Background: an optimization exercise with open tools, aiming at small area, a short achievable clock period and few clock cycles. Do not read the settings as production practice.
The RTL was checked by simulation tests, not by an equivalence proof against the original design.
No activity file was given, so power comes from the tool's default toggle rates.

===== flow/run.sh =====
#!/bin/bash
# synth_recipe.tcl (not shown) runs the flow's synth.tcl, then flattens the netlist and writes it again
# the make line also repeats each setting of config.mk as NAME=value (left out here)
make -C /OpenROAD-flow-scripts/flow DESIGN_CONFIG=/design/flow/config.mk WORK_HOME=/design/flow/orfs CLKGATE_MAP_FILE= SYNTH_SCRIPT=/design/flow/synth_recipe.tcl finish

===== flow/config.mk =====
export PLATFORM = sky130hd
export DESIGN_NAME = alu
export DESIGN_NICKNAME = alu
export VERILOG_FILES = /design/flow/design.v
export SDC_FILE = /design/flow/constraint.sdc
export NUM_CORES = 4
export LEC_CHECK = 0
export CAP_MARGIN = 20
export CORE_MARGIN = 2
export CORE_UTILIZATION = 40
export SETUP_SLACK_MARGIN = 3.5
export SLEW_MARGIN = 20
export TNS_END_PERCENT = 100

===== flow/constraint.sdc =====
create_clock -name core_clock -period 10.0 [get_ports {clk}]
set_input_delay 2.0000 -clock core_clock [delete_from_list [all_inputs] [get_ports {clk}]]
set_output_delay 2.0000 -clock core_clock [all_outputs]
set_load 0.01 [all_outputs]

===== flow/design.v =====
module add32sk(input [31:0] a, input [31:0] b, input cin, output [31:0] s, output co,
               output [31:0] p0, output [31:0] g0);
	assign p0 = a ^ b;
	assign g0 = a & b;
	wire [31:0] G [0:5];
	wire [31:0] P [0:5];
	assign G[0] = {g0[31:1], g0[0] | (p0[0] & cin)};
	assign P[0] = p0;
	genvar l, i;
	generate
		for (l = 0; l < 5; l = l + 1) begin : lv
			for (i = 0; i < 32; i = i + 1) begin : n
				if (i & (1 << l)) begin
					assign G[l+1][i] = G[l][i] | (P[l][i] & G[l][((i >> l) << l) - 1]);
					assign P[l+1][i] = P[l][i] & P[l][((i >> l) << l) - 1];
				end else begin
					assign G[l+1][i] = G[l][i];
					assign P[l+1][i] = P[l][i];
				end
			end
		end
	endgenerate
	wire [31:0] c = G[5];
	assign s = p0 ^ {c[30:0], cin};
	assign co = c[31];
endmodule
module mod(input wire clk, input wire reset, input [31:0] a, input [31:0] b,
           output [31:0] result, output reg done);
	reg [31:0] r;
	reg [4:0] cnt;
	reg start, busy;
	wire [4:0] pa, pb;
	msb32 ma(.x(a), .p(pa));
	msb32 mb(.x(b), .p(pb));
	wire [5:0] s = {1'b0, pa} - {1'b0, pb};
	wire pos = ~s[5] & (s[4:1] != 4'd0);	 
	wire [4:0] sh = start ? 5'd1 : cnt;
	wire [31:0] x = start ? a : r;
	wire [31:0] d1 = b << sh;
	wire [31:0] d0 = {1'b0, d1[31:1]};
	wire [31:0] t1, t0;
	wire nb1, nb0;
	add32sk sub1(.a(x), .b(~d1), .cin(1'b1), .s(t1), .co(nb1));
	add32sk sub0(.a(x), .b(~d0), .cin(1'b1), .s(t0), .co(nb0));
	wire last = (sh == 5'd0);
	wire two = ~last & ~nb1;
	wire fin = start ? (~pos & two) : (last | (two & (sh == 5'd1)));
	always @(posedge clk) begin
		if (reset) begin
			start <= 1'b1;
			busy <= 1'b0;
			done <= 1'b0;
		end else if (start | busy) begin
			start <= 1'b0;
			busy <= ~fin;
			done <= fin;
		end
	end
	always @(posedge clk) begin
		if (start) begin
			if (pos)
				r <= a;
			else if (nb1)
				r <= t1;
			else
				r <= t0;
			cnt <= pos ? s[4:0] : 5'd0;
		end else if (busy) begin
			if (nb1)
				r <= t1;
			else if (two & nb0)
				r <= t0;
			cnt <= sh - (two ? 5'd2 : 5'd1);
		end
	end
	assign result = r;
endmodule
module msb32(input [31:0] x, output [4:0] p);
	wire [15:0] v1; wire [15:0] p1;
	wire [7:0] v2; wire [15:0] p2;
	wire [3:0] v3; wire [11:0] p3;
	wire [1:0] v4; wire [7:0] p4;
	genvar i;
	generate
		for (i = 0; i < 16; i = i + 1) begin : l1
			assign v1[i] = x[2*i+1] | x[2*i];
			assign p1[i] = x[2*i+1];
		end
		for (i = 0; i < 8; i = i + 1) begin : l2
			assign v2[i] = v1[2*i+1] | v1[2*i];
			assign p2[2*i+1:2*i] = v1[2*i+1] ? {1'b1, p1[2*i+1]} : {1'b0, p1[2*i]};
		end
		for (i = 0; i < 4; i = i + 1) begin : l3
			assign v3[i] = v2[2*i+1] | v2[2*i];
			assign p3[3*i+2:3*i] = v2[2*i+1] ? {1'b1, p2[4*i+3:4*i+2]} : {1'b0, p2[4*i+1:4*i]};
		end
		for (i = 0; i < 2; i = i + 1) begin : l4
			assign v4[i] = v3[2*i+1] | v3[2*i];
			assign p4[4*i+3:4*i] = v3[2*i+1] ? {1'b1, p3[6*i+5:6*i+3]} : {1'b0, p3[6*i+2:6*i]};
		end
	endgenerate
	assign p = v4[1] ? {1'b1, p4[7:4]} : {1'b0, p4[3:0]};
endmodule
module alu(
	input wire clk,
	input wire reset,
	output reg [31:0] result,
	output done,
	input [2:0] sel,
	input [31:0] a,
	input [31:0] b
);
	wire sub = sel[2] & ~sel[0];
	wire [31:0] bx = b ^ {32{sub}};
	wire [31:0] s, p, g;
	wire co;
	add32sk add1(.a(a), .b(bx), .cin(sub), .s(s), .co(co), .p0(p), .g0(g));
	wire lt = (a[31] ^ b[31]) ? a[31] : s[31];
	wire [31:0] result_mod;
	mod mod1(.clk(clk), .reset(reset), .a(a), .b(b),
	         .result(result_mod), .done(done));
	always @(*) begin
		case (sel)
			3'd0: result = g;
			3'd1: result = g | p;
			3'd2: result = p;
			3'd3: result = ~(g | p);
			3'd4: result = {31'd0, lt};
			3'd7: result = result_mod;
			default: result = s;
		endcase
	end
endmodule

==> results.json, run 1 <==
{
  "routed_wl_um": 44900,
  "place_congestion": 1.04,
  "vdd_drop_max_mv": 0.164,
  "critPathBufInv": 4,
  "crit_slowest_cell": "clkdlybuf4s50_1",
  "dp.cells": 1859,
  "drt_iter0_drc": 1167,
  "syn_avg_cell_area_sq_um": 7.46,
  "vias_per_cell": 6.28,
  "drt_pass1_iterations": 5,
  "io_pins": 102,
  "ctsHoldBuffers": 0,
  "regArea_sq_mm": 0.00117,
  "h-tree-depth": 2,
  "maxSlewHeadroom_pct": 18.7,
  "critPathCaptureType": "primary output",
  "cts_buffers": 5,
  "rsz0062_at_grt": "yes",
  "synth.yosys.seq_area_share_pct": 10.6,
  "dp_slack_ns": 2.04,
  "critPathMaxFanout": 7,
  "grt_pass1_wl_um": 66500,
  "grt_use_met2_pct": 48.5,
  "grt_pass1_vias": 10884,
  "fin_crit_sh_pct": 72.2,
  "maxCapViolCount": 0,
  "dieWidth_um": 170,
  "p_leak_nw": 6.07,
  "drc": 0,
  "fp.dieH_um": 170,
  "initial_core_util_pct": 40.9,
  "worst_skew_pair.late_latency_ns": 0.30,
  "synth_common_cells": "137 x nor2_1, 133 x a21oi_1, 132 x ha_1",
  "ff2ff_setup_slack_ns": 3.89,
  "fin_worst_skew_ns": 0.00725,
  "stdcell_count": 1928,
  "numPortBuffers": 101,
  "synth_edf_count": 37,
  "multi_input_area_sq_mm": 0.0103,
  "dpl.hpwl_um": 34100,
  "setup_viol": 0,
  "synthArstFlopShare_pct": 0,
  "clock-sinks": 40,
  "rr_startpoint": "mod1.start",
  "yosys_warnings": 3,
  "cts_buffer_depth": 2,
  "setup_ws_ns": 2.78,
  "r2r_end": "mod1.cnt[1]",
  "path_clk_slew_ns": 0.07,
  "nNetsFinal": 1804,
  "crit_path_cell_trace": "clkdlybuf4s50_1 -> xnor2_1 -> inv_1 -> ha_1 -> nor2b_1 -> o21ai_2 -> a21oi_1 -> nor2_1 -> o41ai_4 -> xnor2_2 -> buf_4 -> a221o_1 -> buf_2",
  "grt_use_met3_pct": 2.23,
  "gr-total-overflow": 0,
  "fmax_mhz": 138,
  "netlist_area_sq_mm": 0.0111,
  "drive_gt1_share_pct": 21.1,
  "max_stage_delay_ns": 0.62,
  "holdPathStages": 2,
  "grt_use_met1_pct": 41.9,
  "busiest_layer": "met2",
  "num_rows": 60,
  "p_per_area_mw_per_mm2": 288,
  "ys_top_cells_by_area": "ha_1 15%, edfxtp_1 10%, mux2i_1 8.3%",
  "yosysMostFrequentCell": "nor2_1",
  "filler_cell_count": 2620,
  "synth_cell_type_count": 81,
  "hold_end": "mod1.done",
  "crit_type": "input port to primary output",
  "vias": 12100,
  "netlist.area_leader.share_pct": 14.9,
  "cp.required_ns": 8.00,
  "tightestPinTransition_ns": 1.22,
  "power.total_mw": 4.02,
  "r2r_cells": 19,
  "final_util_pct": 51.6,
  "critical_path_arrival_ns": 5.22,
  "ys_ff_latch": 40,
  "hp-class": "register to register",
  "min_period_ns": 7.22,
  "cp_top_family": "buffers and inverters",
  "status": "no timing/DRC/antenna violations",
  "antenna_found_initial": 1,
  "setup_tns_ns": 0,
  "grt_max_degree": 81,
  "start_kind": "input port",
  "hold_viol": 0,
  "syn_nets": 1699,
  "gr-usage-all-layers_pct": 29.9,
  "root_buffer": "clkbuf_16",
  "core_area_sq_mm": 0.0270,
  "wl_per_cell_um": 23.3,
  "hold_path_startpoint": "mod1.done",
  "netlist_instances": 1481,
  "tritoncts": "built",
  "area_growth_pct": 26.1,
  "ant_nets": 0,
  "maxSlewViolCount": 0,
  "diodes": 0,
  "synth_top_area_cell": "ha_1",
  "ys.flop_type": "edfxtp_1",
  "die-area_sq_mm": 0.0290
}
-- timing repair --
item	in CTS	in global routing
gates resized for setup	196	165
setup buffers	25	32
gates cloned	4	0
pin swaps	26	49
endpoints found under the setup margin	103	100
-- flip-flops by register name, summed over array words and instances (netlist names) --
name	count
mod1.r	32
mod1.busy	1
mod1.cnt	5
mod1.start	1
mod1.done	1
-- metrics by stage --
stage	cell area [sq um]	hold slack (ns)
6_report	13900	0.503
5_1_grt	13900	0.558
4_1_cts	13200	0.510
3_5_place_dp	12500	0.495
3_3_place_gp	12500	0.486
2_1_floorplan	11400	0.534
-- worst max-delay path by stage --
stage | end | cells past startpoint | slack (ns) | startpoint
2_1_floorplan | result[31] | 16 | 3.25 | sel[2]
3_3_place_gp | result[31] | 17 | 2.07 | sel[0]
3_5_place_dp | result[31] | 17 | 2.04 | sel[0]
4_1_cts | result[31] | 20 | 2.74 | sel[0]
5_1_grt | result[31] | 20 | 2.68 | sel[0]
6_report | result[31] | 13 | 2.78 | b[27]
-- kinds of logic after synthesis --
logic type               after synthesis  synth area share [%]
XOR/XNOR                             100                  7.92
AND/OR/NAND/NOR                      407                  17.1
multiplexers                         124                  11.7
adder cells (fa/ha/maj)              149                  18.0
AO/OA/AOI/OAI                        482                  28.4
buffers and inverters                179                  6.29
flip-flops                            40                  10.6
-- worst register-to-register path, cell delays in order, from the launching register on --
cell and delay (ns):
dfxtp_2 0.32, buf_6 0.46, or2_2 0.51, clkinv_2 0.53
a211oi_1 0.47, a21oi_2 0.10, a21oi_1 0.33, or3_1 0.30
ha_1 0.30, a21o_1 0.20, a21oi_2 0.29, a21oi_4 0.12
o21ai_2 0.29, a211oi_4 0.14, o41ai_4 0.34, nand2_2 0.19
ha_1 0.23, inv_1 0.09, fa_2 0.44, a22o_1 0.23
-- cell usage in the layout, fill, tap and decap left out, types with 11 or more instances in the layout --
cell type          n
a211oi_1          21
a21o_1            35
a21oi_1          111
a21oi_2           18
a22oi_1           11
a31oi_1           18
buf_2             21
buf_4             58
clkbuf_2          12
clkdlybuf4s50_1   25
dlygate4sd2_1     18
dlymetal6s2s_1    11
edfxtp_1          37
fa_1              13
ha_1             115
ha_4              14
inv_1             89
inv_2             11
mux2_2            31
mux2i_1           78
mux2i_2           14
nand2_1          109
nand2b_1          14
nand3_1           16
nor2_1           133
nor2b_1           20
nor3_1            28
o211ai_1          11
o21a_1            12
o21ai_0           87
o21ai_1           12
o21bai_1          14
o221ai_1          12
o22ai_1           16
or3_1             15
xnor2_1           49
xnor2_2           16
xor2_1            30
-- power breakdown --
group	internal, mW	leakage (nW)	total [mW]	switching, mW
registers	0.362	0.393	0.474	0.112
logic	1.41	5.59	3.35	1.94
clock network	0.118	0.0808	0.196	0.0777
total	1.89	6.07	4.02	2.13
-- metal layers --
layer	up-vias	part of all wire (%)
met5	-	0
met4	0	3.8
met3	93	7.4
met2	587	45
met1	5767	44
li1	5653	-
-- cell type report --
cell class	count	area share, %
inverter	103	2.82
timing repair buffer	172	11.0
sequential	40	8.41
tap	341	3.06
clock inverter	2	0.251
multi-input combinational	1264	73.6
clock buffer	6	0.925
Testbench counts, summed over its fixed seeds: cycles 14,763.
==> run 2: changes to the inputs <==
--- a/flow/design.v
+++ b/flow/design.v
@@ -43,6 +43,8 @@
 	add32sk sub1(.a(x), .b(~d1), .cin(1'b1), .s(t1), .co(nb1));
 	add32sk sub0(.a(x), .b(~d0), .cin(1'b1), .s(t0), .co(nb0));
 	wire last = (sh == 5'd0);
+	wire [4:0] sh_m1 = sh - 5'd1;
+	wire [4:0] sh_m2 = sh - 5'd2;
 	wire two = ~last & ~nb1;
 	wire fin = start ? (~pos & two) : (last | (two & (sh == 5'd1)));
 	always @(posedge clk) begin
@@ -70,7 +72,7 @@
 				r <= t1;
 			else if (two & nb0)
 				r <= t0;
-			cnt <= sh - (two ? 5'd2 : 5'd1);
+			cnt <= two ? sh_m2 : sh_m1;
 		end
 	end
 	assign result = r;
==> flow/flow/run.sh (new file) <==
#!/bin/bash
# The standard layout, except that the port buffers are buf_4 cells: left to
# itself buffer_ports picks clkdlybuf4s50_1, a slow delay cell, for every port.
set -euo pipefail
bash standard.sh synth > make_synth.log 2>&1
bash standard.sh BUFFER_PORTS_ARGS="-buffer_cell sky130_fd_sc_hd__buf_4" finish > make_finish.log 2>&1
==> flow/standard.sh (new file) <==
#!/bin/bash
# synth_recipe.tcl (not shown) runs the flow's synth.tcl, then flattens the netlist and writes it again
# the make line also repeats each setting of config.mk as NAME=value (left out here)
make -C /OpenROAD-flow-scripts/flow DESIGN_CONFIG=/design/flow/config.mk WORK_HOME=/design/flow/orfs CLKGATE_MAP_FILE= SYNTH_SCRIPT=/design/flow/synth_recipe.tcl "${@:-finish}"
--- a/flow/config.mk
+++ b/flow/config.mk
@@ -8,6 +8,6 @@
 export CAP_MARGIN = 20
 export CORE_MARGIN = 2
 export CORE_UTILIZATION = 40
-export SETUP_SLACK_MARGIN = 3.5
+export SETUP_SLACK_MARGIN = 2.5
 export SLEW_MARGIN = 20
 export TNS_END_PERCENT = 100
removed: flow/run.sh
==> run 2 against run 1 <==
  * Combinational power is 14% lower
  * Critical path depth is 5 higher
  * Largest power group unchanged
  * Clock-buffer cell count did not move
  * Clock power is 16% lower
  * Still clean
  * Clock skew grew 0.0036 ns
  * Final cell count is 4.0% lower
  * Area after synthesis down 2.3%
  * Fmax down 3.4%
  * Worst hold slack improved by 0.00071 ns
  * Sequential power fell by 7.2%
  * Non-clock buffer count fell by 41
  * Cell area shrank 12%
==> results.json, run 2 <==
{
  "p_per_area_mw_per_mm2": 282,
  "fp.dieH_um": 168,
  "holdPathStages": 2,
  "io_pins": 102,
  "setup_tns_ns": 0,
  "worstSetupPathDepth": 18,
  "h-tree-depth": 2,
  "grt_max_degree": 71,
  "nNetsFinal": 1725,
  "ys_ff_latch": 40,
  "min_period_ns": 7.47,
  "die-area_sq_mm": 0.0283,
  "critical_path_arrival_ns": 5.47,
  "worst_skew_pair.late_latency_ns": 0.30,
  "fin_crit_sh_pct": 74.7,
  "start_kind": "input port",
  "p_seq_share_pct": 12.7,
  "postLayoutCellArea_sq_mm": 0.0123,
  "placed_cell_area_sq_mm": 0.0118,
  "grt_pass1_vias": 10292,
  "dpl.hpwl_um": 31200,
  "place_congestion": 0.922,
  "root_buffer": "clkbuf_16",
  "core_area_sq_mm": 0.0267,
  "ys.flop_type": "edfxtp_1",
  "pwr-share-clk_pct": 4.7,
  "routed_wl_um": 39500,
  "hp-class": "register to register",
  "hold_viol": 0,
  "gr-total-overflow": 0,
  "reg_top3": "mod1.r: 32 flops, mod1.cnt: 5 flops",
  "syn_avg_cell_area_sq_um": 7.48,
  "ys_top_cells_by_area": "ha_1 15%, edfxtp_1 10%, mux2i_1 8.8%",
  "netlist_area_sq_mm": 0.0108,
  "diodes": 0,
  "tritoncts": "built",
  "path_clk_slew_ns": 0.06,
  "final_util_pct": 46.1,
  "max_stage_delay_ns": 0.42,
  "yosys_warnings": 3,
  "wl_per_cell_um": 21.4,
  "gr-usage-all-layers_pct": 26.8,
  "crit_path_cell_trace": "buf_8 -> inv_4 -> buf_12 -> nand2_8 -> xnor2_4 -> inv_2 -> fa_2 -> nor2b_4 -> o2111ai_2 -> a21o_1 -> o31ai_4 -> a41oi_4 -> o311ai_4 -> a21oi_2 -> xor2_1 -> maj3_2 -> o21ai_2 -> buf_4",
  "maxCapViolCount": 0,
  "cp_top_family": "compound AO/OA/AOI/OAI gates",
  "mostFrequentLayoutCells": "145 x a21oi_1, 131 x nor2_1, 130 x ha_1",
  "maxSlewHeadroom_pct": 34.6,
  "p_leak_nw": 5.54,
  "dieWidth_um": 168,
  "critPathMaxFanout": 6,
  "vias": 11106,
  "critPathCaptureType": "primary output",
  "netlist_instances": 1445,
  "sw_frac_of_total_pct": 53.2,
  "synth_common_cells": "147 x a21oi_1, 132 x ha_1, 132 x nor2_1",
  "final_common_cell": "a21oi_1",
  "tightestPinTransition_ns": 0.981,
  "crit_type": "input port to primary output",
  "yosysMostFrequentCell": "a21oi_1",
  "drive_gt1_share_pct": 13.7,
  "numPortBuffers": 101,
  "power_switching_mw": 1.85,
  "comb_power_share_pct": 82.6,
  "ant_nets": 0,
  "r2r_cells": 18,
  "synthArstFlopShare_pct": 0,
  "num_rows": 60,
  "largest_reg_flops": 32,
  "synth_top_area_cell": "ha_1",
  "stdcell_count": 1850,
  "dp.cells": 1823,
  "status": "no timing/DRC/antenna violations",
  "vdd_drop_max_mv": 0.169,
  "met1Wirelength_um": 18300,
  "cts_buffer_depth": 2,
  "met2_length_um": 17000,
  "drt_iter0_drc": 1283,
  "p_int_mw": 1.63,
  "met3_length_um": 3080,
  "rsz0062_at_grt": "yes",
  "fmax_mhz": 134,
  "vias_per_cell": 6.00,
  "cts_buffers": 5,
  "antenna_found_initial": 1,
  "netlist.area_leader.share_pct": 15.3,
  "critPathBufInv": 5,
  "synth_edf_count": 37,
  "setup_viol": 0,
  "initial_core_util_pct": 40.4,
  "drc": 0,
  "largest-register": "mod1.r",
  "top_layer": "met5",
  "syn_nets": 1662,
  "cp.required_ns": 8.00,
  "synth_cell_type_count": 79,
  "fin_worst_skew_ns": 0.0109,
  "timing.hold.ws_ns": 0.504,
  "crit_slowest_cell": "fa_2",
  "area_growth_pct": 14.1,
  "grt_pass1_wl_um": 59300,
  "clock-sinks": 40,
  "maxSlewViolCount": 0,
  "drt_pass1_iterations": 5,
  "synth.yosys.seq_area_share_pct": 10.8
}
run 2: cell count changes after synthesis, moves of 5 or more:
cell      previous run  this run
a21oi_1            133       147
o21ai_0             99        91
a31oi_1             22        29
clkbuf_1            49        54
xor2_1              30        40
a211o_1              6         1
o221ai_1            17        12
nor2b_1             22        17
nor3_1              32        24
nand2_1            116       107
nor2_1             137       132
run 2: final cells by class:
cell class,instances,area [sq um]
clock buffers,6,129
clock inverters,2,11.3
flip-flops and latches,40,1170
inverters,99,374
well taps,341,427
repair buffers,131,1090
multi-input cells,1231,9130
fillers,2717,14400
run 2: layer usage:
| layer | GRT usage [%] | vias to the layer above |
|---|---|---|
| met5 | 0 | - |
| met4 | 8.28 | 2 |
| met3 | 4.44 | 65 |
| met2 | 41.2 | 426 |
| met1 | 38.1 | 5220 |
| li1 | - | 5393 |
run 2: per-stage QoR:
| step | power (mW) | worst slack, ns |
|---|---|---|
| 2_1_floorplan | 2.53 | 2.51 |
| 3_3_place_gp | 3.19 | 1.93 |
| 3_5_place_dp | 3.23 | 1.93 |
| 4_1_cts | 3.41 | 2.52 |
| 5_1_grt | 3.78 | 2.46 |
| 6_report | 3.48 | 2.53 |
run 2: timing repair:
item / CTS / global route
resized for setup: 12 / 17
cloned: 1 / 1
buffers inserted: 2 / 13
pin swaps: 5 / 14
endpoints found under the setup margin: 18 / 10
hold buffers: 0 / 0
run 2: kinds of logic (layout without fill, tap and decap cells):
group	count (synthesis)	in the layout	synth area share, %
fa+ha+maj	149	149	18.4
flops	40	40	10.8
buf+inv	175	238	6.26
mux	126	126	12.0
simple gates	382	383	16.3
xor+xnor	108	108	8.75
compound gates	465	465	27.5
run 2: tightest hold or removal path, delay by kind of cell (launching register included):
| family | cells | cell delay, ns |
|---|---|---|
| DFF | 1 | 0.32 |
| and+or+nand+nor | 2 | 0.14 |
run 2: path summary, 6_finish.rpt:
path / startpoint / end / slack (ns)
worst max-delay path: sel[0] / result[0] / 2.53
worst min-delay path: mod1.done / mod1.done / 0.50
worst max register to register: mod1.start / mod1.r[29] / 3.95
worst min register to register: mod1.done / mod1.done / 0.50
run 2: power groups by stage:
| stage | logic, mW | registers (mW) | clock network [mW] |
|---|---|---|---|
| after floorplan | 2.15 | 0.376 | 0 |
| after global placement | 2.75 | 0.437 | 0 |
| after detailed placement | 2.79 | 0.438 | 0 |
| after CTS | 2.81 | 0.435 | 0.168 |
| after global routing | 3.16 | 0.449 | 0.172 |
| final | 2.88 | 0.440 | 0.165 |
Testbench counts of run 2, summed over its fixed seeds: cycles 14,763.
==> run 3: changes to the inputs <==
--- a/flow/config.mk
+++ b/flow/config.mk
@@ -5,6 +5,7 @@
 export SDC_FILE = /design/flow/constraint.sdc
 export NUM_CORES = 4
 export LEC_CHECK = 0
+export ABC_AREA = 1
 export CAP_MARGIN = 20
 export CORE_MARGIN = 2
 export CORE_UTILIZATION = 40
==> run 3 against run 2 <==
  * Still clean on timing, DRC and antenna
  * First-iteration DRC count increased by 23%
  * Worst hold slack better by 0.015 ns
  * Combinational power rose by about 20%
  * Clock skew shrank 0.0053 ns
  * Synthesized cell count up 41%
  * Flip-flop and latch count did not move
  * Critical path type unchanged
  * Critical endpoint unchanged
==> results.json, run 3 <==
{
  "final_common_cell": "nand2_1",
  "holdPathStages": 2,
  "critPathMaxFanout": 11,
  "status": "no timing/DRC/antenna violations",
  "fin_worst_skew_ns": 0.00561,
  "syn_avg_cell_area_sq_um": 5.84,
  "initial_core_util_pct": 40.3,
  "filler_cell_count": 3193,
  "antenna_found_initial": 0,
  "vias": 13859,
  "syn_nets": 2252,
  "ff2ff_setup_slack_ns": 4.22,
  "drc": 0,
  "startpoint": "sel[2]",
  "maxSlewHeadroom_pct": 32.5,
  "hold_viol": 0,
  "synth_edf_count": 37,
  "maxCapViolCount": 0,
  "numPortBuffers": 101,
  "dp_slack_ns": 2.22,
  "critical_path_arrival_ns": 5.12,
  "core_area_sq_mm": 0.0295,
  "fp.dieH_um": 176,
  "timing.hold.ws_ns": 0.519,
  "place_congestion": 0.988,
  "h-tree-depth": 2,
  "hp-class": "register to register",
  "diodes": 0,
  "p_leak_nw": 7.07,
  "drt_iter0_drc": 1581,
  "dpl.hpwl_um": 38300,
  "clock-sinks": 40,
  "ys.flop_type": "edfxtp_1",
  "ys_ff_latch": 40,
  "setup_tns_ns": 0,
  "cts_buffers": 5,
  "path_clk_slew_ns": 0.06,
  "r2r_cells": 17,
  "gr-total-overflow": 0,
  "io_pins": 102,
  "synthArstFlopShare_pct": 0,
  "dieWidth_um": 176,
  "gr-usage-all-layers_pct": 29.9,
  "placed_cell_area_sq_mm": 0.0128,
  "setup_ws_ns": 2.88,
  "synth.yosys.seq_area_share_pct": 9.85,
  "mostFrequentLayoutCells": "605 x nand2_1, 330 x inv_1, 143 x nand3_1",
  "tritoncts": "built",
  "grt_pass1_wl_um": 70900,
  "ant_nets": 0,
  "yosysMostFrequentCell": "nand2_1",
  "wl_per_cell_um": 19.2,
  "setup_viol": 0,
  "root_buffer": "clkbuf_16",
  "cp.required_ns": 8.00,
  "drive_gt1_share_pct": 9.86,
  "rr_startpoint": "mod1.start",
  "vdd_drop_max_mv": 0.135,
  "nNetsFinal": 2306,
  "routed_wl_um": 47600,
  "min_period_ns": 7.12,
  "die-area_sq_mm": 0.0311,
  "area_growth_pct": 10.4,
  "crit_type": "input port to primary output",
  "critPathCaptureType": "primary output",
  "fmax_mhz": 140,
  "num_rows": 63,
  "netlist_instances": 2035,
  "largest-register": "mod1.r",
  "netlist_area_sq_mm": 0.0119,
  "r2r_end": "mod1.r[2]",
  "synth_cell_type_count": 59,
  "rsz0062_at_grt": "no",
  "reg_top3": "mod1.r: 32 flops, mod1.cnt: 5 flops",
  "postLayoutCellArea_sq_mm": 0.0131,
  "power.total_mw": 4.06,
  "fin_crit_sh_pct": 71.2,
  "crit_end": "result[0]",
  "synth_top_area_cell": "nand2_1",
  "p_per_area_mw_per_mm2": 310,
  "worst_skew_pair.late_latency_ns": 0.31,
  "tightestPinTransition_ns": 1.01,
  "ctsHoldBuffers": 0,
  "drt_pass1_iterations": 8,
  "start_kind": "input port",
  "yosys_warnings": 3,
  "ys_top_cells_by_area": "nand2_1 19%, ha_1 14%, inv_1 10%",
  "largest_reg_flops": 32,
  "maxSlewViolCount": 0,
  "vias_per_cell": 5.59,
  "grt_pass1_vias": 12202,
  "netlist.area_leader.share_pct": 19.1,
  "cts_buffer_depth": 2,
  "grt_max_degree": 67,
  "synth_common_cells": "605 x nand2_1, 331 x inv_1, 144 x nand3_1"
}
[run 3: stage by stage]
| stage | utilization [%] | cells |
|---|---|---|
| global placement | 43.5 | 2464 |
| floorplan | - | 2035 |
| global route | 44.5 | 2479 |
| finish | 44.5 | 2479 |
| detailed placement | 43.5 | 2464 |
| CTS | 44.2 | 2473 |
[run 3: how the worst min path moves through the flow]
stage                    from         to  slack [ns]
floorplan           mod1.done  mod1.done        0.54
global placement    mod1.done  mod1.done        0.51
detailed placement  mod1.done  mod1.done        0.52
CTS                 mod1.done  mod1.done        0.52
global route        mod1.done  mod1.done        0.55
finish              mod1.done  mod1.done        0.52
[run 3: power breakdown]
group / internal, mW / leakage, nW / switching [mW]
Combinational: 1.15 / 6.59 / 2.31
Sequential: 0.346 / 0.389 / 0.0390
Clock: 0.142 / 0.0899 / 0.0732
[run 3: logic make-up (layout without fill, tap and decap cells)]
logic type | Yosys count | count (layout) | synth area share, %
mux | 5 | 5 | 0.421
buf+inv | 414 | 467 | 14.2
simple gates | 959 | 960 | 34.7
compound gates | 414 | 414 | 20.2
flops | 40 | 40 | 9.85
fa+ha+maj | 148 | 148 | 16.6
xor+xnor | 55 | 55 | 4.05
[run 3: per-layer routing]
| layer | track usage [%] | vias up | wire length (um) |
|---|---|---|---|
| met5 | 0 | - | 0 |
| met4 | 11.3 | 0 | 2090 |
| met3 | 5.64 | 105 | 4430 |
| met2 | 46.7 | 636 | 20700 |
| met1 | 40.8 | 6366 | 20400 |
| li1 | - | 6752 | - |
[run 3: repair_timing]
item,in CTS,in global routing
endpoints found under the hold margin,0,0
setup buffers,1,4
setup endpoints to repair,9,14
pin swaps,1,0
gates resized for setup,1,1
gates cloned,1,1
[run 3: area by class of cell]
cell class              instances  area [sq um]  share of cell area, %
clock buffers                   5           125                  0.954
clock inverters                 2          60.1                  0.458
inverters                     344          1300                   9.93
multi-input cells            1582          9070                   69.1
flip-flops and latches         40          1170                   8.93
well taps                     390           488                   3.72
repair buffers                115           896                   6.83
repair inverters                1          5.00                 0.0381
[run 3: worst max-delay path, stage by stage]
cell and delay [ns]:
buf_4 0.14, clkinvlp_4 0.18, buf_12 0.17, nor2_4 0.34
xor2_1 0.49, ha_1 0.36, nand2_1 0.08, nand2_1 0.09
a21oi_1 0.15, nand2_1 0.18, a21oi_1 0.22, nand3_1 0.12
nand3_1 0.15, nand2_1 0.07, a21oi_1 0.20, buf_4 0.16
==> run 4: changes to the inputs <==
--- a/flow/config.mk
+++ b/flow/config.mk
@@ -5,10 +5,9 @@
 export SDC_FILE = /design/flow/constraint.sdc
 export NUM_CORES = 4
 export LEC_CHECK = 0
-export ABC_AREA = 1
 export CAP_MARGIN = 20
 export CORE_MARGIN = 2
 export CORE_UTILIZATION = 40
-export SETUP_SLACK_MARGIN = 2.5
+export SETUP_SLACK_MARGIN = 1.5
 export SLEW_MARGIN = 20
 export TNS_END_PERCENT = 100
==> run 4 against run 3 <==
  * Final cell count decreased by 26%
  * Critical endpoint unchanged
  * Via count decreased by 21%
  * Still clean on timing, DRC and antenna
  * Area after synthesis decreased by 9.1%
  * Global-route usage decreased by 3.3 points
  * Largest power group unchanged
  * Sequential power increased by 14%
  * Worst hold slack got worse by 0.0053 ns
  * Combinational power decreased by 18%
==> results.json, run 4 <==
{
  "cp.required_ns": 8.00,
  "hold_viol": 0,
  "stdcell_count": 1832,
  "fmax_mhz": 126,
  "cts-resized-gates": 0,
  "maxCapViolCount": 0,
  "critical_path_arrival_ns": 5.96,
  "synth_edf_count": 37,
  "fin_crit_sh_pct": 79.6,
  "gr-usage-all-layers_pct": 26.7,
  "cp_top_family": "compound AO/OA/AOI/OAI gates",
  "syn_nets": 1662,
  "setup_viol": 0,
  "synth_cell_type_count": 79,
  "placed_cell_area_sq_mm": 0.0118,
  "synth_common_cells": "147 x a21oi_1, 132 x ha_1, 132 x nor2_1",
  "core_area_sq_mm": 0.0267,
  "place_congestion": 0.944,
  "antenna_found_initial": 0,
  "wl_per_cell_um": 21.3,
  "min_period_ns": 7.96,
  "dpl.hpwl_um": 31300,
  "vias_per_cell": 6.01,
  "grt_pass1_wl_um": 59100,
  "timing.hold.ws_ns": 0.513,
  "holdPathStages": 2,
  "rsz0062_at_grt": "no",
  "largest-register": "mod1.r",
  "cts_buffer_depth": 2,
  "netlist.area_leader.share_pct": 15.3,
  "r2r_end": "mod1.r[12]",
  "tritoncts": "built",
  "reg_top3": "mod1.r: 32 flops, mod1.cnt: 5 flops",
  "drt_iter0_drc": 1076,
  "hp-class": "register to register",
  "h-tree-depth": 2,
  "synth_top_area_cell": "ha_1",
  "ant_nets": 0,
  "grt_max_degree": 71,
  "ctsHoldBuffers": 0,
  "root_buffer": "clkbuf_16",
  "critPathMaxFanout": 24,
  "hold_end": "mod1.done",
  "netlist_area_sq_mm": 0.0108,
  "area_growth_pct": 10.7,
  "syn_avg_cell_area_sq_um": 7.48,
  "crit_type": "input port to primary output",
  "routed_wl_um": 39100,
  "critPathBufInv": 5,
  "maxSlewHeadroom_pct": 32.0,
  "io_pins": 102,
  "crit_path_cell_trace": "buf_4 -> inv_1 -> buf_4 -> nand2_2 -> xnor2_1 -> inv_1 -> fa_1 -> nor2b_2 -> o2111ai_1 -> a21o_1 -> o31ai_4 -> a41oi_4 -> o311ai_2 -> a21oi_1 -> xor2_1 -> maj3_2 -> o21ai_2 -> buf_4",
  "drt_pass1_iterations": 5,
  "postLayoutCellArea_sq_mm": 0.0120,
  "maxSlewViolCount": 0,
  "setup_tns_ns": 0,
  "synthArstFlopShare_pct": 0,
  "p_per_area_mw_per_mm2": 289,
  "initial_core_util_pct": 40.4,
  "nNetsFinal": 1707,
  "mostFrequentLayoutCells": "147 x a21oi_1, 132 x ha_1, 131 x nor2_1",
  "vdd_drop_max_mv": 0.159,
  "dieWidth_um": 168,
  "worst_skew_pair.late_latency_ns": 0.29,
  "max_stage_delay_ns": 0.46,
  "status": "no timing/DRC/antenna violations",
  "largest_reg_flops": 32,
  "grt_use_met1_pct": 38.5,
  "gr-total-overflow": 0,
  "fin_worst_skew_ns": 0.00619,
  "fp.dieH_um": 168,
  "crit_slowest_cell": "fa_1",
  "num_rows": 60,
  "filler_cell_count": 2771,
  "clock-sinks": 40,
  "grt_pass1_vias": 10115,
  "start_kind": "input port",
  "drive_gt1_share_pct": 11.8,
  "busiest_layer": "met2",
  "p_leak_nw": 5.36,
  "tightestPinTransition_ns": 1.02,
  "cts_buffers": 5,
  "ys_ff_latch": 40,
  "yosys_warnings": 3,
  "cpMostUsedCell": "buf_4",
  "ys_top_cells_by_area": "ha_1 15%, edfxtp_1 10%, mux2i_1 8.8%",
  "ys.flop_type": "edfxtp_1",
  "drc": 0,
  "netlist_instances": 1445,
  "numPortBuffers": 101,
  "ff2ff_setup_slack_ns": 3.54,
  "final_common_cell": "a21oi_1",
  "diodes": 0,
  "hold_path_startpoint": "mod1.done",
  "path_clk_slew_ns": 0.06,
  "dp.cells": 1824,
  "post-cts-setup-buffers": 0,
  "grt_use_met2_pct": 42.3,
  "grt_use_met3_pct": 2.91,
  "yosysMostFrequentCell": "a21oi_1",
  "vias": 11004,
  "critPathCaptureType": "primary output",
  "rr_startpoint": "mod1.cnt[1]",
  "die-area_sq_mm": 0.0283,
  "synth.yosys.seq_area_share_pct": 10.8,
  "r2r_cells": 18
}
## run 4: per-layer routing
metal / share of wire, % / up-vias
li1: - / 5358
met2: 44 / 398
met4: 2.2 / 0
met3: 6.9 / 41
met1: 47 / 5207
met5: 0 / -
## run 4: stage by stage
| step | power (mW) | setup slack, ns | util [%] |
|---|---|---|---|
| 5_1_grt | 3.76 | 1.74 | 44.7 |
| 3_3_place_gp | 3.19 | 2.03 | 44.2 |
| 6_report | 3.45 | 2.04 | 44.7 |
| 3_5_place_dp | 3.23 | 2.06 | 44.2 |
| 4_1_cts | 3.40 | 2.03 | 44.7 |
| 2_1_floorplan | 2.53 | 2.23 | - |
## run 4: worst max-delay path by stage
| stage | startpoint | end | slack, ns | depth (start not counted) |
|---|---|---|---|---|
| finish | sel[0] | result[0] | 2.04 | 18 |
| global route | sel[0] | result[0] | 1.74 | 18 |
| CTS | sel[0] | result[0] | 2.03 | 18 |
| detailed placement | sel[0] | result[0] | 2.06 | 18 |
| global placement | sel[0] | result[0] | 2.03 | 18 |
| floorplan | sel[0] | result[0] | 2.23 | 17 |
## run 4: layout make-up
cell class              count  area [sq um]  share of cell area (%)
clock buffers               7           133                    1.11
flip-flops and latches     40          1170                    9.81
repair buffers            114           856                    7.16
clock inverters             1          5.00                  0.0419
well taps                 341           427                    3.57
inverters                  99           372                    3.11
multi-input cells        1230          8990                    75.2
## run 4: cells by family (layout without fill, tap and decap cells)
group | Yosys count | count (layout) | synth area share (%)
AND/OR/NAND/NOR | 382 | 382 | 16.3
buffers and inverters | 175 | 221 | 6.26
multiplexers | 126 | 126 | 12.0
AO/OA/AOI/OAI | 465 | 465 | 27.5
adder cells (fa/ha/maj) | 149 | 149 | 18.4
XOR/XNOR | 108 | 108 | 8.75
flip-flops | 40 | 40 | 10.8
## run 4: worst register-to-register path, delay by kind of cell (launching register included)
| kind | cells | cell delay [ns] |
|---|---|---|
| buf+inv | 3 | 1.19 |
| compound gates | 4 | 1.55 |
| mux | 4 | 1.10 |
| flops | 1 | 0.50 |
| simple gates | 6 | 1.28 |
| fa+ha+maj | 1 | 0.44 |
## run 4: report_power, final
part,leakage [nW],switching (mW),internal (mW)
Combinational,4.89,1.68,1.17
Sequential,0.394,0.0931,0.347
Clock,0.0679,0.0686,0.0925
Total,5.36,1.85,1.61
==> run 5: changes to the inputs <==
--- a/flow/config.mk
+++ b/flow/config.mk
@@ -7,7 +7,7 @@
 export LEC_CHECK = 0
 export CAP_MARGIN = 20
 export CORE_MARGIN = 2
-export CORE_UTILIZATION = 40
-export SETUP_SLACK_MARGIN = 1.5
+export CORE_UTILIZATION = 55
+export SETUP_SLACK_MARGIN = 3.0
 export SLEW_MARGIN = 20
 export TNS_END_PERCENT = 100
==> run 5 against run 4 <==
  * Setup slack better by 0.89 ns
  * Critical path type unchanged
  * Sequential share of layout area shrank 0.52 points
  * Global-route usage increased by 11 points
  * Wire length grew 0.49%
  * Non-clock buffer count increased by 18
  * Clock skew grew 0.0028 ns
  * Final cell count is 3.1% lower
  * Critical path depth is 1 lower
  * Core utilization increased by 20 points
==> results.json, run 5 <==
{
  "status": "no timing/DRC/antenna violations",
  "routed_wl_um": 39200,
  "vdd_drop_max_mv": 0.263,
  "core_area_sq_mm": 0.0194,
  "ys_top_cells_by_area": "ha_1 15%, edfxtp_1 10%, mux2i_1 8.8%",
  "pwr-share-clk_pct": 5.4,
  "ys_ff_latch": 40,
  "hold_viol": 0,
  "vias_per_cell": 6.40,
  "r2r_end": "mod1.r[2]",
  "drt_iter0_drc": 1089,
  "synth_common_cells": "147 x a21oi_1, 132 x ha_1, 132 x nor2_1",
  "gr-total-overflow": 0,
  "path_clk_slew_ns": 0.07,
  "yosysMostFrequentCell": "a21oi_1",
  "die-area_sq_mm": 0.0208,
  "netlist_area_sq_mm": 0.0108,
  "antenna_found_initial": 0,
  "tightestPinTransition_ns": 1.07,
  "postLayoutCellArea_sq_mm": 0.0126,
  "area_growth_pct": 16.8,
  "hp-class": "register to register",
  "synthArstFlopShare_pct": 0,
  "maxSlewHeadroom_pct": 28.7,
  "grt_max_degree": 63,
  "wl_per_cell_um": 22.1,
  "p_per_area_mw_per_mm2": 285,
  "rr_startpoint": "mod1.start",
  "drc": 0,
  "drive_gt1_share_pct": 15.7,
  "ys.flop_type": "edfxtp_1",
  "syn_avg_cell_area_sq_um": 7.48,
  "max_stage_delay_ns": 0.39,
  "synth_edf_count": 37,
  "hold_path_startpoint": "mod1.done",
  "worst_skew_pair.late_latency_ns": 0.29,
  "critPathMaxFanout": 7,
  "cp.required_ns": 8.00,
  "setup_ws_ns": 2.93,
  "setup_viol": 0,
  "maxCapViolCount": 0,
  "dieWidth_um": 144,
  "crit_type": "input port to primary output",
  "maxSlewViolCount": 0,
  "h-tree-depth": 2,
  "syn_nets": 1662,
  "diodes": 0,
  "largest-register": "mod1.r",
  "sw_frac_of_total_pct": 53.4,
  "num_rows": 51,
  "clock-sinks": 40,
  "netlist.area_leader.share_pct": 15.3,
  "holdPathStages": 2,
  "synth_cell_type_count": 79,
  "p_int_mw": 1.67,
  "mostFrequentLayoutCells": "140 x a21oi_1, 130 x nor2_1, 123 x ha_1",
  "placed_cell_area_sq_mm": 0.0118,
  "filler_cell_count": 1800,
  "rsz0062_at_grt": "yes",
  "ff2ff_setup_slack_ns": 3.47,
  "largest_reg_flops": 32,
  "fp.dieH_um": 144,
  "power_switching_mw": 1.92,
  "ant_nets": 0,
  "dpl.hpwl_um": 30100,
  "initial_core_util_pct": 55.7,
  "reg_top3": "mod1.r: 32 flops, mod1.cnt: 5 flops",
  "grt_pass1_vias": 10353,
  "grt_pass1_wl_um": 59400,
  "dp_slack_ns": 1.95,
  "p_seq_share_pct": 12.7,
  "synth_top_area_cell": "ha_1",
  "nNetsFinal": 1727,
  "setup_tns_ns": 0,
  "r2r_cells": 18,
  "place_congestion": 1.01,
  "fin_crit_sh_pct": 70.7,
  "yosys_warnings": 3,
  "hold_end": "mod1.done",
  "min_period_ns": 7.07,
  "fmax_mhz": 141,
  "fin_worst_skew_ns": 0.00894,
  "comb_power_share_pct": 82.0,
  "crit_slowest_cell": "fa_2",
  "io_pins": 102,
  "vias": 11372,
  "drt_pass1_iterations": 5,
  "tritoncts": "built",
  "crit_path_cell_trace": "buf_16 -> inv_16 -> nand2_8 -> xnor2_4 -> inv_2 -> fa_2 -> nor2b_4 -> o2111ai_2 -> a21o_1 -> o31ai_4 -> a41oi_4 -> o311ai_4 -> a21oi_2 -> xor2_1 -> maj3_2 -> o21ai_2 -> buf_4",
  "synth.yosys.seq_area_share_pct": 10.8,
  "final_common_cell": "a21oi_1",
  "netlist_instances": 1445,
  "cts_buffer_depth": 2,
  "gr-usage-all-layers_pct": 37.2,
  "cts_buffers": 5,
  "critPathCaptureType": "primary output",
  "root_buffer": "clkbuf_16",
  "p_leak_nw": 5.68,
  "numPortBuffers": 101,
  "start_kind": "input port",
  "critical_path_arrival_ns": 5.07,
  "ctsHoldBuffers": 0
}
[run 5: worst max-delay path by stage]
stage	slack, ns	startpoint	cells past startpoint	to
global placement	1.98	sel[0]	17	result[0]
finish	2.93	sel[0]	17	result[0]
detailed placement	1.95	sel[0]	17	result[0]
CTS	2.86	sel[0]	17	result[0]
floorplan	3.00	sel[0]	17	result[0]
global route	2.77	sel[0]	17	result[0]
[run 5: cell type report]
class	count	area (sq um)	share of cell area, %
Clock buffer	5	125	0.991
Clock inverter	3	42.5	0.337
Inverter	99	388	3.07
Multi-Input combinational cell	1231	9390	74.4
Sequential cell	40	1170	9.29
Tap cell	265	332	2.63
Timing Repair Buffer	132	1170	9.25
Timing Repair inverter	1	8.76	0.0694
[run 5: cells by family after synthesis]
group	after synthesis	share of synthesized area, %
AO/OA/AOI/OAI	465	27.5
XOR/XNOR	108	8.75
adder cells (fa/ha/maj)	149	18.4
buffers and inverters	175	6.26
flip-flops	40	10.8
multiplexers	126	12.0
AND/OR/NAND/NOR	382	16.3
[run 5: metrics by stage]
stage / instances / total power, mW / utilization, % / hold WS [ns]
2_1_floorplan: 1445 / 2.54 / - / 0.510
3_3_place_gp: 1744 / 3.23 / 60.6 / 0.492
3_5_place_dp: 1744 / 3.27 / 60.6 / 0.497
4_1_cts: 1769 / 3.51 / 63.7 / 0.506
5_1_grt: 1776 / 3.91 / 65.1 / 0.532
6_report: 1776 / 3.60 / 65.1 / 0.507
[run 5: power groups by stage]
stage	clock (mW)	sequential, mW	combinational [mW]
2_1_floorplan	0	0.376	2.16
3_3_place_gp	0	0.448	2.78
3_5_place_dp	0	0.450	2.82
4_1_cts	0.193	0.446	2.87
5_1_grt	0.197	0.458	3.25
6_report	0.193	0.456	2.95
[run 5: per-layer routing]
| layer | part of all wire (%) | GRT usage, % | up-vias |
|---|---|---|---|
| li1 | - | - | 5403 |
| met1 | 45 | 55.0 | 5356 |
| met2 | 43 | 57.3 | 542 |
| met3 | 8.8 | 3.97 | 71 |
| met4 | 2.8 | 10.4 | 0 |
| met5 | 0 | 0 | - |
[run 5: repair_timing]
action,4_1_cts,5_1_grt
resized for setup,27,34
cloned,6,0
setup endpoints to repair,25,14
pin swaps,15,21
endpoints found under the hold margin,0,0
buffers inserted,11,6
[run 5: worst max-delay path: cells and delay by family]
family	cells	cell delay [ns]
compound gates	7	1.39
simple gates	2	0.24
fa+ha+maj	2	0.70
xor+xnor	2	0.32
buf+inv	4	0.39
==> run 6: changes to the inputs <==
--- a/flow/config.mk
+++ b/flow/config.mk
@@ -7,7 +7,7 @@
 export LEC_CHECK = 0
 export CAP_MARGIN = 20
 export CORE_MARGIN = 2
-export CORE_UTILIZATION = 55
+export CORE_UTILIZATION = 40
 export SETUP_SLACK_MARGIN = 3.0
 export SLEW_MARGIN = 20
-export TNS_END_PERCENT = 100
+export TNS_END_PERCENT = 20
==> run 6 against run 5 <==
  * Still clean on timing, DRC and antenna
  * Highest routed layer unchanged
  * Register-to-register slack improved by 0.51 ns
  * Flip-flop and latch count is the same
  * Clock power is 15% lower
  * Largest power group unchanged
  * Critical endpoint unchanged
  * Synthesized cell count stayed put
  * Final cell count rose by 3.9%
==> results.json, run 6 <==
{
  "filler_cell_count": 2707,
  "vdd_drop_max_mv": 0.162,
  "path_clk_slew_ns": 0.06,
  "wl_per_cell_um": 22.2,
  "cpMostUsedCell": "buf_4",
  "ys_ff_latch": 40,
  "critical_path_arrival_ns": 5.11,
  "tritoncts": "built",
  "synth_edf_count": 37,
  "cts_buffer_depth": 2,
  "dp_slack_ns": 1.87,
  "fin_worst_skew_ns": 0.00694,
  "ys.flop_type": "edfxtp_1",
  "synth_common_cells": "147 x a21oi_1, 132 x ha_1, 132 x nor2_1",
  "place_congestion": 0.961,
  "drt_iter0_drc": 1299,
  "ys_top_cells_by_area": "ha_1 15%, edfxtp_1 10%, mux2i_1 8.8%",
  "vias_per_cell": 6.13,
  "tightestPinTransition_ns": 1.08,
  "p_seq_share_pct": 12.7,
  "crit_path_cell_trace": "buf_16 -> inv_16 -> nand2_8 -> buf_4 -> xnor2_1 -> inv_1 -> ha_1 -> and4_1 -> nand2_1 -> or3_1 -> o311ai_4 -> a21oi_2 -> xor2_1 -> maj3_2 -> o21ai_2 -> buf_4",
  "startpoint": "sel[0]",
  "grt_pass1_wl_um": 62200,
  "die-area_sq_mm": 0.0283,
  "cts_buffers": 5,
  "synthArstFlopShare_pct": 0,
  "gr-usage-all-layers_pct": 28.2,
  "crit_slowest_cell": "or3_1",
  "maxCapViolCount": 0,
  "critPathCaptureType": "primary output",
  "synth_compound_area_share_pct": 27.5,
  "timing.hold.ws_ns": 0.511,
  "p_leak_nw": 5.61,
  "placed_cell_area_sq_mm": 0.0118,
  "setup_tns_ns": 0,
  "fin_crit_sh_pct": 71.1,
  "vias": 11318,
  "postLayoutCellArea_sq_mm": 0.0125,
  "status": "no timing/DRC/antenna violations",
  "rr_startpoint": "mod1.start",
  "hold_path_startpoint": "mod1.done",
  "pwr-share-clk_pct": 4.7,
  "ant_nets": 0,
  "yosysMostFrequentCell": "a21oi_1",
  "yosys.area_share.simple_pct": 16.3,
  "netlist_instances": 1445,
  "synth-xor-area-share_pct": 8.75,
  "fp.dieH_um": 168,
  "synth_top_family_by_area": "compound AO/OA/AOI/OAI gates",
  "syn_nets": 1662,
  "fmax_mhz": 141,
  "maxSlewViolCount": 0,
  "maxSlewHeadroom_pct": 27.9,
  "multi_input_area_sq_mm": 0.00925,
  "largest_reg_flops": 32,
  "p_per_area_mw_per_mm2": 281,
  "core_area_sq_mm": 0.0267,
  "h-tree-depth": 2,
  "drive_gt1_share_pct": 14.5,
  "synth.yosys.seq_area_share_pct": 10.8,
  "area_growth_pct": 15.6,
  "setup_ws_ns": 2.89,
  "hp-class": "register to register",
  "reg_top3": "mod1.r: 32 flops, mod1.cnt: 5 flops",
  "numPortBuffers": 101,
  "largest-register": "mod1.r",
  "comb_power_share_pct": 82.6,
  "hold_viol": 0,
  "grt_pass1_vias": 10438,
  "netlist_area_sq_mm": 0.0108,
  "regArea_sq_mm": 0.00117,
  "synth_cell_type_count": 79,
  "num_rows": 60,
  "critPathMaxFanout": 6,
  "cp.required_ns": 8.00,
  "synth_top_area_cell": "ha_1",
  "gr-total-overflow": 0,
  "p_int_mw": 1.63,
  "routed_wl_um": 41000,
  "diodes": 0,
  "io_pins": 102,
  "start_kind": "input port",
  "setup_viol": 0,
  "root_buffer": "clkbuf_16",
  "ctsHoldBuffers": 0,
  "dieWidth_um": 168,
  "max_stage_delay_ns": 0.44,
  "drc": 0,
  "rsz0062_at_grt": "yes",
  "antenna_found_initial": 0,
  "min_period_ns": 7.11,
  "yosys_warnings": 3,
  "grt_max_degree": 63,
  "dpl.hpwl_um": 31300,
  "synthAdderAreaFrac_pct": 18.4,
  "mostFrequentLayoutCells": "145 x a21oi_1, 131 x nor2_1, 126 x ha_1",
  "synth_mux_area_share_pct": 12.0,
  "crit_type": "input port to primary output",
  "worst_skew_pair.late_latency_ns": 0.30,
  "power_switching_mw": 1.87,
  "final_common_cell": "a21oi_1",
  "netlist.area_leader.share_pct": 15.3,
  "power.total_mw": 3.51,
  "sw_frac_of_total_pct": 53.4,
  "initial_core_util_pct": 40.4,
  "syn_avg_cell_area_sq_um": 7.48,
  "clock-sinks": 40,
  "nNetsFinal": 1722,
  "drt_pass1_iterations": 5
}
## run 6: cell count changes in the layout (fill, tap and decap cells not counted), moves of 2 or more
cell,change
a21oi_1,+5
a21oi_2,-5
a31o_2,+3
a31o_4,-2
buf_6,-3
ha_1,+3
ha_4,-2
xnor2_1,+2
xnor2_4,-2
## run 6: metrics by stage
step                      std cells  util, %
after global placement         1820     44.3
after CTS                      1846     46.4
after detailed placement       1820     44.3
after global routing           1846     46.7
after floorplan                1445        -
final                          1846     46.7
## run 6: power by group through the flow
stage / Combinational (mW) / Clock (mW) / Sequential [mW]
detailed placement: 2.79 / 0 / 0.442
CTS: 2.83 / 0.167 / 0.438
global route: 3.17 / 0.173 / 0.452
finish: 2.90 / 0.165 / 0.445
floorplan: 2.16 / 0 / 0.376
global placement: 2.75 / 0 / 0.440
## run 6: worst paths after layout
| path | slack (ns) | cells after the start | endpoint |
|---|---|---|---|
| worst max-delay path | 2.89 | 16 | result[0] |
| worst min-delay path | 0.51 | 2 | mod1.done |
| worst max register to register | 3.98 | 20 | mod1.r[3] |
| worst min register to register | 0.51 | 2 | mod1.done |
## run 6: layout make-up
type                       count  share of cell area [%]
multi-input combinational   1231                    74.1
timing repair inverter         1                  0.0701
inverter                      99                    3.11
clock buffer                   6                    1.03
clock inverter                 1                  0.0401
sequential                    40                    9.39
tap                          341                    3.42
timing repair buffer         127                    8.86
## run 6: logic make-up (layout without fill, tap and decap cells)
family / after synthesis / after routing
buffers and inverters: 175 / 234
muxes: 126 / 126
and+or+nand+nor: 382 / 383
adders and majority gates: 149 / 149
AOI/OAI and AO/OA: 465 / 465
xor gates and xnor gates: 108 / 108
DFF: 40 / 40
## run 6: timing repair
action,CTS,global route
resized for setup,24,15
pin swaps,15,6
buffers inserted,13,0
endpoints found under the setup margin,26,32
cloned,6,0
## run 6: layer usage
metal | up-vias | global-route usage, % | wire, um
met5 | - | 0 | 0
met4 | 0 | 8.28 | 1100
met3 | 63 | 2.49 | 2680
met2 | 476 | 45.8 | 18400
met1 | 5408 | 39.8 | 18800
li1 | 5371 | - | -
## run 6: worst max-delay path: cells and delay by family
kind | cells | cell delay, ns
buffers and inverters | 5 | 0.62
adder cells (fa/ha/maj) | 2 | 0.72
XOR/XNOR | 2 | 0.35
AO/OA/AOI/OAI | 3 | 0.57
AND/OR/NAND/NOR | 4 | 0.82
==> run 7: changes to the inputs <==
--- a/flow/config.mk
+++ b/flow/config.mk
@@ -10,4 +10,4 @@
 export CORE_UTILIZATION = 40
 export SETUP_SLACK_MARGIN = 3.0
 export SLEW_MARGIN = 20
-export TNS_END_PERCENT = 20
+export TNS_END_PERCENT = 100
==> run 7 against run 6 <==
  * Flip-flop and latch count is the same
  * Final cell count is 0.60% higher
  * Sequential share of layout area shrank 0.12 points
  * Non-clock buffer count is 11 higher
  * Cell area is 1.3% higher
  * Critical endpoint unchanged
  * Still clean on timing, DRC and antenna
  * Via count decreased by 0.16%
  * Wire length rose by 0.51%
  * Synthesized cell count stayed put
  * Power rose by 0.44%
  * Worst hold slack lost 0.00063 ns
  * Clock skew decreased by 0.0012 ns
==> results.json, run 7 <==
{
  "ant_nets": 0,
  "crit_path_cell_trace": "buf_16 -> inv_16 -> nand2_8 -> buf_12 -> xnor2_2 -> inv_1 -> ha_4 -> a21o_1 -> a21oi_2 -> a21o_1 -> o31ai_4 -> a41oi_4 -> o311ai_4 -> a21oi_2 -> xor2_1 -> maj3_2 -> o21ai_2 -> buf_4",
  "p_leak_nw": 5.67,
  "synth_top_area_cell": "ha_1",
  "num_rows": 60,
  "vias": 11300,
  "vias_per_cell": 6.09,
  "cts_buffers": 5,
  "critPathBufInv": 5,
  "mostFrequentLayoutCells": "142 x a21oi_1, 131 x nor2_1, 128 x buf_4",
  "ys_top_cells_by_area": "ha_1 15%, edfxtp_1 10%, mux2i_1 8.8%",
  "worstSetupPathDepth": 18,
  "syn_nets": 1662,
  "area_growth_pct": 17.1,
  "fmax_mhz": 140,
  "routed_wl_um": 41200,
  "dieWidth_um": 168,
  "status": "no timing/DRC/antenna violations",
  "synth_edf_count": 37,
  "initial_core_util_pct": 40.4,
  "r2r_end": "mod1.r[2]",
  "p_per_area_mw_per_mm2": 278,
  "cp.required_ns": 8.00,
  "drt_pass1_iterations": 5,
  "antenna_found_initial": 0,
  "cts_buffer_depth": 2,
  "ctsHoldBuffers": 0,
  "max_stage_delay_ns": 0.35,
  "crit_type": "input port to primary output",
  "worst_skew_pair.late_latency_ns": 0.30,
  "fin_crit_sh_pct": 71.2,
  "drt_iter0_drc": 1378,
  "tritoncts": "built",
  "gr-total-overflow": 0,
  "io_pins": 102,
  "yosysMostFrequentCell": "a21oi_1",
  "ys.flop_type": "edfxtp_1",
  "grt_pass1_wl_um": 62300,
  "crit_end": "result[0]",
  "r2r_cells": 20,
  "diodes": 0,
  "fin_worst_skew_ns": 0.00578,
  "rr_startpoint": "mod1.start",
  "drc": 0,
  "synthArstFlopShare_pct": 0,
  "h-tree-depth": 2,
  "reg_top3": "mod1.r: 32 flops, mod1.cnt: 5 flops",
  "rsz0062_at_grt": "yes",
  "yosys_warnings": 3,
  "postLayoutCellArea_sq_mm": 0.0126,
  "wl_per_cell_um": 22.2,
  "start_kind": "input port",
  "netlist.area_leader.share_pct": 15.3,
  "path_clk_slew_ns": 0.06,
  "maxSlewViolCount": 0,
  "setup_viol": 0,
  "die-area_sq_mm": 0.0283,
  "dpl.hpwl_um": 31300,
  "cp_top_family": "compound AO/OA/AOI/OAI gates",
  "place_congestion": 0.961,
  "netlist_area_sq_mm": 0.0108,
  "hold_path_startpoint": "mod1.done",
  "netlist_instances": 1445,
  "synth_cell_type_count": 79,
  "fp.dieH_um": 168,
  "maxSlewHeadroom_pct": 27.8,
  "final_common_cell": "a21oi_1",
  "core_area_sq_mm": 0.0267,
  "synth_common_cells": "147 x a21oi_1, 132 x ha_1, 132 x nor2_1",
  "ff2ff_setup_slack_ns": 4.01,
  "grt_max_degree": 63,
  "setup_tns_ns": 0,
  "synth.yosys.seq_area_share_pct": 10.8,
  "startpoint": "sel[0]",
  "tightestPinTransition_ns": 1.08,
  "critical_path_arrival_ns": 5.12,
  "ys_ff_latch": 40,
  "largest-register": "mod1.r",
  "crit_slowest_cell": "maj3_2",
  "clock-sinks": 40,
  "power.total_mw": 3.52,
  "min_period_ns": 7.12,
  "vdd_drop_max_mv": 0.162,
  "critPathCaptureType": "primary output",
  "critPathMaxFanout": 5,
  "hp-class": "register to register",
  "nNetsFinal": 1733,
  "numPortBuffers": 101,
  "gr-usage-all-layers_pct": 28.2,
  "hold_viol": 0,
  "root_buffer": "clkbuf_16",
  "grt_pass1_vias": 10455,
  "largest_reg_flops": 32,
  "placed_cell_area_sq_mm": 0.0118,
  "maxCapViolCount": 0,
  "syn_avg_cell_area_sq_um": 7.48,
  "drive_gt1_share_pct": 15.8
}
-- run 7: worst min-delay path by stage --
| stage | end | slack [ns] | depth (start not counted) |
|---|---|---|---|
| global route | mod1.done | 0.57 | 2 |
| CTS | mod1.done | 0.52 | 2 |
| global placement | mod1.done | 0.51 | 2 |
| detailed placement | mod1.done | 0.51 | 2 |
| finish | mod1.done | 0.51 | 2 |
| floorplan | mod1.done | 0.51 | 2 |
-- run 7: cell families after synthesis --
group	count (synthesis)	share of synthesized area [%]
adders and majority gates	149	18.4
and+or+nand+nor	382	16.3
xor gates and xnor gates	108	8.75
AOI/OAI and AO/OA	465	27.5
DFF	40	10.8
buffers and inverters	175	6.26
muxes	126	12.0
-- run 7: tightest hold or removal path, delay by kind of cell, from the launching register on --
kind	cells	cell delay [ns]
AND/OR/NAND/NOR	2	0.15
flip-flops	1	0.32
-- run 7: repair_timing --
action	4_1_cts	5_1_grt
gates cloned	6	0
setup buffers	15	9
pin swaps	17	7
gates resized for setup	25	31
endpoints found under the setup margin	26	33
-- run 7: area by class of cell --
| cell class | count | area, sq um |
|---|---|---|
| Inverter | 99 | 388 |
| Sequential cell | 40 | 1170 |
| Clock inverter | 1 | 5.00 |
| Timing Repair Buffer | 138 | 1200 |
| Clock buffer | 6 | 129 |
| Fill cell | 2686 | 14100 |
| Tap cell | 341 | 427 |
| Multi-Input combinational cell | 1231 | 9320 |
| Timing Repair inverter | 1 | 8.76 |
-- run 7: metrics by stage --
step / instances / hold slack, ns / util, % / setup slack [ns]
after floorplan: 1445 / 0.510 / - / 3.00
after global placement: 1820 / 0.511 / 44.3 / 1.91
after detailed placement: 1820 / 0.510 / 44.3 / 1.87
after CTS: 1848 / 0.522 / 46.5 / 2.85
after global routing: 1857 / 0.571 / 47.3 / 2.77
final: 1857 / 0.511 / 47.3 / 2.88
-- run 7: per-layer routing --
metal	wire length (um)	GRT usage, %	part of all wire, %	vias up
met5	0	0	0	-
met4	1230	8.43	3.0	0
met3	2760	2.49	6.7	73
met2	18400	45.8	45	483
met1	18800	39.8	46	5347
li1	-	-	-	5397
-- run 7: report_power, final --
group          internal (mW)  leakage (nW)  switching (mW)
Clock                 0.0911        0.0667          0.0743
Combinational           1.21          5.21            1.70
Sequential             0.347         0.394          0.0993
Total                   1.64          5.67            1.88
==> run 8: changes to the inputs <==
==> flow/flow/run.sh (replaced) <==
#!/bin/bash
# The standard layout, except that the port buffers are buf_2 cells: left to
# itself buffer_ports picks clkdlybuf4s50_1, a slow delay cell, for every port.
set -euo pipefail
bash standard.sh synth > make_synth.log 2>&1
bash standard.sh BUFFER_PORTS_ARGS="-buffer_cell sky130_fd_sc_hd__buf_2" finish > make_finish.log 2>&1
==> run 8 against run 7 <==
  * Worst hold slack got worse by 0.0080 ns
  * Fmax about the same
  * Final cell count increased by 1.0%
  * Cell area decreased by 0.85%
  * First-iteration DRC count decreased by 20%
  * Core utilization decreased by 0.40 points
  * Sequential power about the same
  * Still clean on timing, DRC and antenna
  * Setup slack improved by 0.0042 ns
  * Area after synthesis unchanged
==> results.json, run 8 <==
{
  "ys_top_cells_by_area": "ha_1 15%, edfxtp_1 10%, mux2i_1 8.8%",
  "ant_nets": 0,
  "drt_pass1_iterations": 5,
  "multi_input_area_sq_mm": 0.00943,
  "timing.hold.ws_ns": 0.503,
  "drc": 0,
  "ys_ff_latch": 40,
  "final_util_pct": 46.9,
  "yosys_warnings": 3,
  "synth_common_cells": "147 x a21oi_1, 132 x ha_1, 132 x nor2_1",
  "dieWidth_um": 168,
  "grt_pass1_wl_um": 61700,
  "syn_avg_cell_area_sq_um": 7.48,
  "h-tree-depth": 2,
  "dpl.hpwl_um": 31300,
  "power_switching_mw": 1.88,
  "critPathMaxFanout": 7,
  "wl_per_cell_um": 21.7,
  "grt_pass1_vias": 10565,
  "initial_core_util_pct": 40.4,
  "vias_per_cell": 6.02,
  "fin_crit_sh_pct": 71.2,
  "synth_top_area_cell": "ha_1",
  "fin_worst_skew_ns": 0.00944,
  "setup_viol": 0,
  "p_int_mw": 1.63,
  "met1Wirelength_um": 18600,
  "maxSlewHeadroom_pct": 27.5,
  "setup_tns_ns": 0,
  "filler_cell_count": 2696,
  "synth_cell_type_count": 79,
  "placed_cell_area_sq_mm": 0.0116,
  "p_leak_nw": 5.65,
  "tritoncts": "built",
  "vias": 11298,
  "sw_frac_of_total_pct": 53.5,
  "largest_reg_flops": 32,
  "fp.dieH_um": 168,
  "synth_edf_count": 37,
  "synthArstFlopShare_pct": 0,
  "top_layer": "met4",
  "netlist.area_leader.share_pct": 15.3,
  "routed_wl_um": 40700,
  "regArea_sq_mm": 0.00117,
  "synth.yosys.seq_area_share_pct": 10.8,
  "vdd_drop_max_mv": 0.125,
  "fmax_mhz": 140,
  "ys.flop_type": "edfxtp_1",
  "critPathCaptureType": "primary output",
  "hold_viol": 0,
  "clock-sinks": 40,
  "postLayoutCellArea_sq_mm": 0.0125,
  "pwr-share-clk_pct": 4.7,
  "ctsHoldBuffers": 0,
  "grt_max_degree": 71,
  "gr-usage-all-layers_pct": 28.0,
  "min_period_ns": 7.12,
  "netlist_area_sq_mm": 0.0108,
  "tightestPinTransition_ns": 1.09,
  "maxSlewViolCount": 0,
  "maxCapViolCount": 0,
  "num_rows": 60,
  "p_per_area_mw_per_mm2": 280,
  "root_buffer": "clkbuf_16",
  "largest-register": "mod1.r",
  "hp-class": "register to register",
  "syn_nets": 1662,
  "antenna_found_initial": 2,
  "met3_length_um": 2770,
  "mostFrequentLayoutCells": "142 x a21oi_1, 128 x nor2_1, 122 x ha_1",
  "reg_top3": "mod1.r: 32 flops, mod1.cnt: 5 flops",
  "p_seq_share_pct": 12.7,
  "path_clk_slew_ns": 0.06,
  "worst_skew_pair.late_latency_ns": 0.30,
  "cts_buffer_depth": 2,
  "netlist_instances": 1445,
  "start_kind": "input port",
  "final_common_cell": "a21oi_1",
  "cts_buffers": 5,
  "yosysMostFrequentCell": "a21oi_1",
  "critical_path_arrival_ns": 5.12,
  "drt_iter0_drc": 1103,
  "numPortBuffers": 101,
  "crit_type": "input port to primary output",
  "io_pins": 102,
  "met2_length_um": 18300,
  "status": "no timing/DRC/antenna violations",
  "rsz0062_at_grt": "yes",
  "core_area_sq_mm": 0.0267,
  "comb_power_share_pct": 82.6,
  "drive_gt1_share_pct": 17.4,
  "place_congestion": 0.938,
  "gr-total-overflow": 0,
  "die-area_sq_mm": 0.0283,
  "cp.required_ns": 8.00,
  "area_growth_pct": 16.1,
  "nNetsFinal": 1749
}
## run 8: cell type report
type                            count  share of cell area (%)
Inverter                           99                    3.06
Multi-Input combinational cell   1232                    75.2
Tap cell                          341                    3.40
Timing Repair inverter              1                  0.0499
Timing Repair Buffer              153                    7.78
Sequential cell                    40                    9.35
Antenna cell                        2                  0.0399
Clock buffer                        6                    1.03
Clock inverter                      2                  0.0898
## run 8: logic make-up after synthesis
kind of cell    synth area share (%)
buf+inv                         6.26
compound gates                  27.5
simple gates                    16.3
flops                           10.8
fa+ha+maj                       18.4
mux                             12.0
xor+xnor                        8.75
## run 8: timing repair
item,CTS,global route
endpoints found under the setup margin,21,51
endpoints found under the hold margin,0,0
gates resized for setup,27,47
gates cloned,3,0
buffers inserted,28,12
pin swaps,14,14
## run 8: worst paths after layout
path	start	to	slack [ns]	depth (start not counted)
setup / recovery	sel[0]	result[0]	2.88	17
hold / removal	mod1.done	mod1.done	0.50	2
setup reg to reg	mod1.start	mod1.r[12]	3.70	20
hold reg to reg	mod1.done	mod1.done	0.50	2
## run 8: routing by layer
metal	up-vias	global-route usage, %
met3	62	2.28
met5	-	0
met1	5333	40.0
li1	5435	-
met2	468	44.9
met4	0	8.58
## run 8: per-stage QoR
step / instances / power, mW / setup slack, ns
detailed placement: 1823 / 3.21 / 2.33
finish: 1876 / 3.51 / 2.88
floorplan: 1445 / 2.54 / 3.00
global placement: 1823 / 3.17 / 2.32
global route: 1876 / 3.82 / 2.80
CTS: 1862 / 3.42 / 2.82
## run 8: worst max-delay path, cell delays in order
cell	delay [ns]
buf_12	0.11
clkinv_8	0.05
nand2_8	0.10
xnor2_4	0.16
inv_2	0.07
fa_2	0.36
nor2b_4	0.14
o2111ai_2	0.13
a21o_1	0.23
o31ai_4	0.25
a41oi_4	0.21
o311ai_4	0.37
a21oi_2	0.10
xor2_1	0.16
maj3_2	0.33
o21ai_2	0.17
buf_2	0.16
## run 8: power groups by stage
stage,sequential (mW),clock [mW],combinational (mW)
finish,0.445,0.166,2.90
global route,0.449,0.174,3.20
CTS,0.437,0.171,2.82
detailed placement,0.441,0,2.77
global placement,0.437,0,2.73
floorplan,0.376,0,2.16

-- port drivers added, routing unchanged --
The flow's constraints put no driver on any port. The routed layouts listed below were extracted and timed again, unchanged, in two steps.
Step 1 sets driving cells, clkbuf_16 on the clock port and buf_2 on the other inputs (assumed; they add their load-dependent delay and slew).
Step 2 times the ports against the registers' clock, not the clock port: input delays grow and output delays shrink by t, the midpoint of the rising clock arrivals with the driver on.
Three values: ideal ports, drivers, drivers and shift; two values: the first two.
run | t (ns) | setup slack, ns
run 1 | 0.344 | 2.779 / 2.753 / 2.753
run 2 | 0.335 | 2.526 / 2.487 / 2.487
run 3 | 0.347 | 2.883 / 2.853 / 2.853
run 4 | 0.325 | 2.042 / 2.016 / 2.016
run 5 | 0.332 | 2.929 / 2.818 / 2.818
run 6 | 0.344 | 2.893 / 2.774 / 2.774
run 7 | 0.345 | 2.878 / 2.757 / 2.757
run 8 | 0.342 | 2.882 / 2.828 / 2.828
After both steps every run listed still meets setup and hold.
